Source: an optimization exercise on an open RTL-to-GDS flow (aim: small area). Production flows keep margins and buffers that such runs may drop. At most, simulation tests tie the RTL to the original design; equivalence was not proved.

==> run a <==
==> flow/design.v <==
module alu (
    input  [31:0] a,
    input  [31:0] b,           
    input  [31:0] rt,          
    input  [4:0]  sh,          
    input         sub,
    input         sel_add, sel_slt, sel_sltu,
    input         sel_and, sel_or, sel_xor, sel_nor,
    input         sel_sll, sel_srl, sel_sra,
    output [31:0] sum,         
    output [31:0] result,
    output        eq,          
    output        lt           
);
    wire [31:0] bx = b ^ {32{sub}};
    add32 u_add (.a(a), .b(bx), .ci(sub), .s(sum));
    wire [31:0] x = a ^ b;
    assign eq = ~|x;
    assign lt = (a[31] ^ b[31]) ? a[31] : sum[31];
    wire ltu  = (a[31] ^ b[31]) ? b[31] : sum[31];
    wire        var_sh = (sh == 5'd0);
    wire [4:0]  amt    = var_sh ? a[4:0] : sh;
    wire        big    = var_sh & (|a[31:5]);
    wire        fill   = sel_sra & rt[31];
    wire [31:0] rt_rev;
    genvar i;
    generate
        for (i = 0; i < 32; i = i + 1) begin : g_rev
            assign rt_rev[i] = rt[31 - i];
        end
    endgenerate
    wire [31:0] s0 = sel_sll ? rt_rev : rt;
    wire [31:0] s1 = amt[0] ? {fill, s0[31:1]} : s0;
    wire [31:0] s2 = amt[1] ? {{2{fill}}, s1[31:2]} : s1;
    wire [31:0] s3 = amt[2] ? {{4{fill}}, s2[31:4]} : s2;
    wire [31:0] s4 = amt[3] ? {{8{fill}}, s3[31:8]} : s3;
    wire [31:0] s5 = amt[4] ? {{16{fill}}, s4[31:16]} : s4;
    wire [31:0] sr = big ? {32{fill}} : s5;
    wire [31:0] sl;
    generate
        for (i = 0; i < 32; i = i + 1) begin : g_rev2
            assign sl[i] = sr[31 - i];
        end
    endgenerate
    assign result = ({32{sel_add}} & sum)
                  | ({32{sel_and}} & (a & b))
                  | ({32{sel_or}}  & (a | b))
                  | ({32{sel_xor}} & x)
                  | ({32{sel_nor}} & ~(a | b))
                  | ({32{sel_sll}} & sl)
                  | ({32{sel_srl | sel_sra}} & sr)
                  | {31'b0, (sel_slt & lt) | (sel_sltu & ltu)};
endmodule
module add32 (
    input  [31:0] a,
    input  [31:0] b,
    input         ci,
    output [31:0] s
);
    wire [31:0] p = a ^ b;
    wire [31:0] g = a & b;
    reg  [31:0] G, P;
    integer i, d;
    always @(*) begin
        G = g;
        P = p;
        G[0] = g[0] | (p[0] & ci);
        for (d = 1; d < 32; d = d * 2)
            for (i = 0; i < 32; i = i + 1)
                if ((i / d) % 2 == 1) begin
                    G[i] = G[i] | (P[i] & G[(i / d) * d - 1]);
                    P[i] = P[i] & P[(i / d) * d - 1];
                end
    end
    assign s = p ^ {G[30:0], ci};
endmodule
module decode (
    input  [31:0] instr,
    output        regwrite,    
    output        regdest,     
    output        memwrite,    
    output        memread,     
    output        use_imm,     
    output        imm_zext,    
    output        sub,         
    output        sel_add,     
    output        sel_slt,     
    output        sel_sltu,    
    output        sel_and,
    output        sel_or,
    output        sel_xor,
    output        sel_nor,
    output        sel_sll,
    output        sel_srl,
    output        sel_sra,
    output        branch,
    output        jump
);
    wire [5:0] op = instr[31:26];
    wire [5:0] fn = instr[5:0];
    wire rtype = (op == 6'b000000);
    wire addi  = (op == 6'b001000);
    wire andi  = (op == 6'b001100);
    wire ori   = (op == 6'b001101);
    wire xori  = (op == 6'b001110);
    wire slti  = (op == 6'b001010);
    wire sltiu = (op == 6'b001011);
    wire lw    = (op == 6'b100011);
    wire sw    = (op == 6'b101011);
    wire r_sub  = rtype & (fn == 6'b100010);
    wire r_slt  = rtype & (fn == 6'b101010);
    wire r_sltu = rtype & (fn == 6'b101011);
    wire r_and  = rtype & (fn == 6'b100100);
    wire r_or   = rtype & (fn == 6'b100101);
    wire r_nor  = rtype & (fn == 6'b100111);
    wire r_xor  = rtype & (fn == 6'b100110);
    wire r_sll  = rtype & (fn == 6'b000000);
    wire r_srl  = rtype & (fn == 6'b000010);
    wire r_sra  = rtype & (fn == 6'b000011);
    wire r_add  = rtype & ~(r_sub | r_slt | r_sltu | r_and | r_or | r_nor | r_xor |
                            r_sll | r_srl | r_sra);
    assign branch   = (op[5:2] == 4'b0001);
    assign jump     = (op == 6'b000010);
    assign regwrite = rtype | addi | andi | ori | xori | slti | sltiu | lw;
    assign regdest  = rtype;
    assign memwrite = sw;
    assign memread  = lw;
    assign use_imm  = ~rtype & ~branch;
    assign imm_zext = andi | ori | xori | sltiu;
    assign sub      = r_sub | r_slt | r_sltu | slti | sltiu | branch;
    assign sel_add  = r_add | r_sub | addi;
    assign sel_slt  = r_slt | slti;
    assign sel_sltu = r_sltu | sltiu;
    assign sel_and  = r_and | andi;
    assign sel_or   = r_or | ori;
    assign sel_xor  = r_xor | xori;
    assign sel_nor  = r_nor;
    assign sel_sll  = r_sll;
    assign sel_srl  = r_srl;
    assign sel_sra  = r_sra;
endmodule
module exe (clk, rst, o_p, instr, imem_addr, imem_data, dmem_addr, dmem_wdata,
            dmem_we, dmem_re, dmem_rdata);
    input         clk;
    input         rst;
    output reg [31:0] o_p;
    output [31:0] instr;
    output [31:0] imem_addr;
    input  [31:0] imem_data;
    output [31:0] dmem_addr;
    output [31:0] dmem_wdata;
    output        dmem_we;
    output        dmem_re;
    input  [31:0] dmem_rdata;
    reg [31:0] instr_q;
    reg [29:0] pc;                  
    reg [31:0] rf [1:31];           
    assign instr     = instr_q;
    assign imem_addr = {pc, 2'b00};
    wire regwrite, regdest, memwrite, memread, use_imm, imm_zext, sub;
    wire sel_add, sel_slt, sel_sltu, sel_and, sel_or, sel_xor, sel_nor;
    wire sel_sll, sel_srl, sel_sra, branch, jump;
    decode u_dec (
        .instr(instr_q), .regwrite(regwrite), .regdest(regdest),
        .memwrite(memwrite), .memread(memread), .use_imm(use_imm),
        .imm_zext(imm_zext), .sub(sub), .sel_add(sel_add), .sel_slt(sel_slt),
        .sel_sltu(sel_sltu), .sel_and(sel_and), .sel_or(sel_or),
        .sel_xor(sel_xor), .sel_nor(sel_nor), .sel_sll(sel_sll),
        .sel_srl(sel_srl), .sel_sra(sel_sra), .branch(branch), .jump(jump));
    wire [4:0]  rs  = instr_q[25:21];
    wire [4:0]  rt  = instr_q[20:16];
    wire [4:0]  rd  = instr_q[15:11];
    wire [15:0] imm = instr_q[15:0];
    reg [31:0] a, rtv;
    integer k;
    always @(*) begin
        a   = 32'd0;
        rtv = 32'd0;
        for (k = 1; k < 32; k = k + 1) begin
            a   = a   | ({32{rs == k}} & rf[k]);
            rtv = rtv | ({32{rt == k}} & rf[k]);
        end
    end
    wire [31:0] immx = {imm_zext ? 16'd0 : {16{imm[15]}}, imm};
    wire [31:0] b   = use_imm ? immx : rtv;
    wire [31:0] sum, result;
    wire        eq, lt;
    alu u_alu (
        .a(a), .b(b), .rt(rtv), .sh(instr_q[10:6]), .sub(sub),
        .sel_add(sel_add), .sel_slt(sel_slt), .sel_sltu(sel_sltu),
        .sel_and(sel_and), .sel_or(sel_or), .sel_xor(sel_xor), .sel_nor(sel_nor),
        .sel_sll(sel_sll), .sel_srl(sel_srl), .sel_sra(sel_sra),
        .sum(sum), .result(result), .eq(eq), .lt(lt));
    wire cond  = instr_q[27] ? (lt | eq) : eq;
    wire taken = branch & (cond ^ instr_q[26]);
    wire [29:0] pc_seq;
    wire [31:0] pc_br_s;
    wire [30:0] inc_c;    
    assign inc_c[0] = 1'b1;
    genvar gi;
    generate
        for (gi = 0; gi < 30; gi = gi + 1) begin : g_inc
            assign inc_c[gi + 1] = inc_c[gi] & pc[gi];
            assign pc_seq[gi]    = pc[gi] ^ inc_c[gi];
        end
    endgenerate
    add32 u_pcadd (.a({2'b00, pc}), .b({{16{imm[15]}}, imm}), .ci(1'b0), .s(pc_br_s));
    wire [29:0] pc_br = pc_br_s[29:0];
    wire [29:0] pc_next = jump ? {pc[29:26], instr_q[25:0]} : (taken ? pc_br : pc_seq);
    always @(posedge clk) begin
        if (rst) begin
            instr_q <= 32'd0;
            pc      <= 30'd0;
        end else begin
            instr_q <= imem_data;
            pc      <= pc_next;
        end
    end
    assign dmem_addr  = sum;
    assign dmem_wdata = rtv;
    assign dmem_we    = memwrite & ~rst;
    assign dmem_re    = memread & ~rst;
    wire [31:0] wdata = memread ? dmem_rdata : result;
    wire [4:0]  wreg  = regdest ? rd : rt;
    always @(posedge clk) begin
        if (rst)
            o_p <= 32'd0;
        else if (regwrite)
            o_p <= wdata;
        else if (memwrite)
            o_p <= rtv;
    end
    always @(posedge clk) begin
        if (!rst && regwrite && wreg != 5'd0)
            rf[wreg] <= wdata;
    end
endmodule
==> flow/run.sh <==
#!/bin/bash
# synth_recipe.tcl (not shown) runs the flow's synth.tcl, then flattens the netlist and writes it again
# the make line also repeats each setting of config.mk as NAME=value (left out here)
make -C /OpenROAD-flow-scripts/flow DESIGN_CONFIG=/design/flow/config.mk WORK_HOME=/design/flow/orfs CLKGATE_MAP_FILE= SYNTH_SCRIPT=/design/flow/synth_recipe.tcl finish
==> flow/config.mk <==
export PLATFORM = sky130hd
export DESIGN_NAME = exe
export DESIGN_NICKNAME = exe
export VERILOG_FILES = /design/flow/design.v
export SDC_FILE = /design/flow/constraint.sdc
export NUM_CORES = 8
export LEC_CHECK = 0
export CAP_MARGIN = 20
export CORE_MARGIN = 2
export CORE_UTILIZATION = 40
export SETUP_SLACK_MARGIN = 0.3
export SLEW_MARGIN = 20
==> flow/constraint.sdc <==
create_clock -name core_clock -period 8.5 [get_ports {clk}]
set_input_delay 1.7000 -clock core_clock [delete_from_list [all_inputs] [get_ports {clk}]]
set_output_delay 1.7000 -clock core_clock [all_outputs]
set_load 0.01 [all_outputs]
==> run b: changes against run a <==
--- a/flow/design.v
+++ b/flow/design.v
@@ -15,3 +15,3 @@
     wire [31:0] bx = b ^ {32{sub}};
-    add32 u_add (.a(a), .b(bx), .ci(sub), .s(sum));
+    assign sum = a + bx + {31'b0, sub};
     wire [31:0] x = a ^ b;
@@ -52,25 +52,2 @@
                   | {31'b0, (sel_slt & lt) | (sel_sltu & ltu)};
-endmodule
-module add32 (
-    input  [31:0] a,
-    input  [31:0] b,
-    input         ci,
-    output [31:0] s
-);
-    wire [31:0] p = a ^ b;
-    wire [31:0] g = a & b;
-    reg  [31:0] G, P;
-    integer i, d;
-    always @(*) begin
-        G = g;
-        P = p;
-        G[0] = g[0] | (p[0] & ci);
-        for (d = 1; d < 32; d = d * 2)
-            for (i = 0; i < 32; i = i + 1)
-                if ((i / d) % 2 == 1) begin
-                    G[i] = G[i] | (P[i] & G[(i / d) * d - 1]);
-                    P[i] = P[i] & P[(i / d) * d - 1];
-                end
-    end
-    assign s = p ^ {G[30:0], ci};
 endmodule
@@ -157,2 +134,5 @@
     reg [31:0] rf [1:31];           
+    wire [31:0] wdata;
+    wire [4:0]  wreg;
+    wire        rf_we;
     assign instr     = instr_q;
@@ -173,11 +153,25 @@
     wire [15:0] imm = instr_q[15:0];
-    reg [31:0] a, rtv;
+    wire [4:0] rs_f = imem_data[25:21];
+    wire [4:0] rt_f = imem_data[20:16];
+    reg [31:0] a_f, rt_fv;
     integer k;
     always @(*) begin
-        a   = 32'd0;
-        rtv = 32'd0;
+        a_f   = 32'd0;
+        rt_fv = 32'd0;
         for (k = 1; k < 32; k = k + 1) begin
-            a   = a   | ({32{rs == k}} & rf[k]);
-            rtv = rtv | ({32{rt == k}} & rf[k]);
-        end
+            a_f   = a_f   | ({32{rs_f == k}} & rf[k]);
+            rt_fv = rt_fv | ({32{rt_f == k}} & rf[k]);
+        end
+    end
+    assign rf_we = ~rst & regwrite;
+    wire wr_any = rf_we & (wreg != 5'd0);
+    wire fwd_a  = wr_any & (wreg == rs_f);
+    wire fwd_b  = wr_any & (wreg == rt_f);
+    reg [31:0] a, rtv;              
+    always @(posedge clk) begin
+        a <= fwd_a ? wdata : a_f;
+        if (rst)
+            rtv <= 32'd0;
+        else
+            rtv <= fwd_b ? wdata : rt_fv;
     end
@@ -195,15 +189,4 @@
     wire taken = branch & (cond ^ instr_q[26]);
-    wire [29:0] pc_seq;
-    wire [31:0] pc_br_s;
-    wire [30:0] inc_c;    
-    assign inc_c[0] = 1'b1;
-    genvar gi;
-    generate
-        for (gi = 0; gi < 30; gi = gi + 1) begin : g_inc
-            assign inc_c[gi + 1] = inc_c[gi] & pc[gi];
-            assign pc_seq[gi]    = pc[gi] ^ inc_c[gi];
-        end
-    endgenerate
-    add32 u_pcadd (.a({2'b00, pc}), .b({{16{imm[15]}}, imm}), .ci(1'b0), .s(pc_br_s));
-    wire [29:0] pc_br = pc_br_s[29:0];
+    wire [29:0] pc_seq  = pc + 30'd1;
+    wire [29:0] pc_br   = pc + {{14{imm[15]}}, imm};
     wire [29:0] pc_next = jump ? {pc[29:26], instr_q[25:0]} : (taken ? pc_br : pc_seq);
@@ -222,4 +205,4 @@
     assign dmem_re    = memread & ~rst;
-    wire [31:0] wdata = memread ? dmem_rdata : result;
-    wire [4:0]  wreg  = regdest ? rd : rt;
+    assign wdata = memread ? dmem_rdata : result;
+    assign wreg  = regdest ? rd : rt;
     always @(posedge clk) begin
@@ -233,3 +216,3 @@
     always @(posedge clk) begin
-        if (!rst && regwrite && wreg != 5'd0)
+        if (rf_we && wreg != 5'd0)
             rf[wreg] <= wdata;
Settings changed: CORE_UTILIZATION 40 to 75, CTS_BUF_LIST from default to sky130_fd_sc_hd__clkbuf_8, CTS_CLUSTER_DIAMETER from default to 80, CTS_CLUSTER_SIZE from default to 30.
==> flow_metrics.py <==
metrics = {
    "run_status": {
        "outcome": "stopped before the end",
        "failing_step": "global routing (5_1_grt)",
        "tool.error": "[ERROR GRT-0232] Routing congestion too high. Check the congestion heatmap in the GUI.",
    },
    "global_routing": {
        "grt_util_met3_pct": 76.5,
    },
    "synth": {
        "synth_cell_type_count": 87,
        "syn-cell-area_sq_mm": 0.0557,
    },
}
[end of results for run b]
==> flow_metrics.py <==
metrics = {
    "drt": {
        "ant_nets": 0,
    },
    "synth": {
        "synth_cell_type_count": 104,
    },
    "floorplan": {
        "dieArea_sq_mm": 0.152,
    },
    "cells_and_area": {
        "multi_input_area_share_pct": 36.5,
    },
    "global_routing": {
        "grt_util_met3_pct": 23.4,
    },
    "run_status": {
        "outcome": "finished clean",
    },
}
[end of results for run a]
Function not checked in run a: the RTL went through the layout flow alone.

static timing again, ports no longer ideal:
How much do the figures lean on ideal ports? The routed layout below was timed once more, with nothing changed but the port constraints. Step 1 assumes that a clkbuf_16 drives the clock port and a buf_2 every other input. Step 2, shift: input delay + t, output delay - t, t = (earliest + latest rising clock arrival at the registers) / 2. This alone moves slack from input paths to output paths. Three values: ideal, step 1, step 2; two values: the first two.
run: run a
t (ns): 0.895
setup WS [ns]: 0.131 / 0.045 / 0.940
hold slack, ns: 0.503 / 0.503 / 0.503
slew at the worst register clock pin (ns): 0.07 / 0.07
After both steps run a still meets setup and hold. For run a, drivers alone change the setup slack by -0.086 ns; drivers and shift together by +0.809 ns.
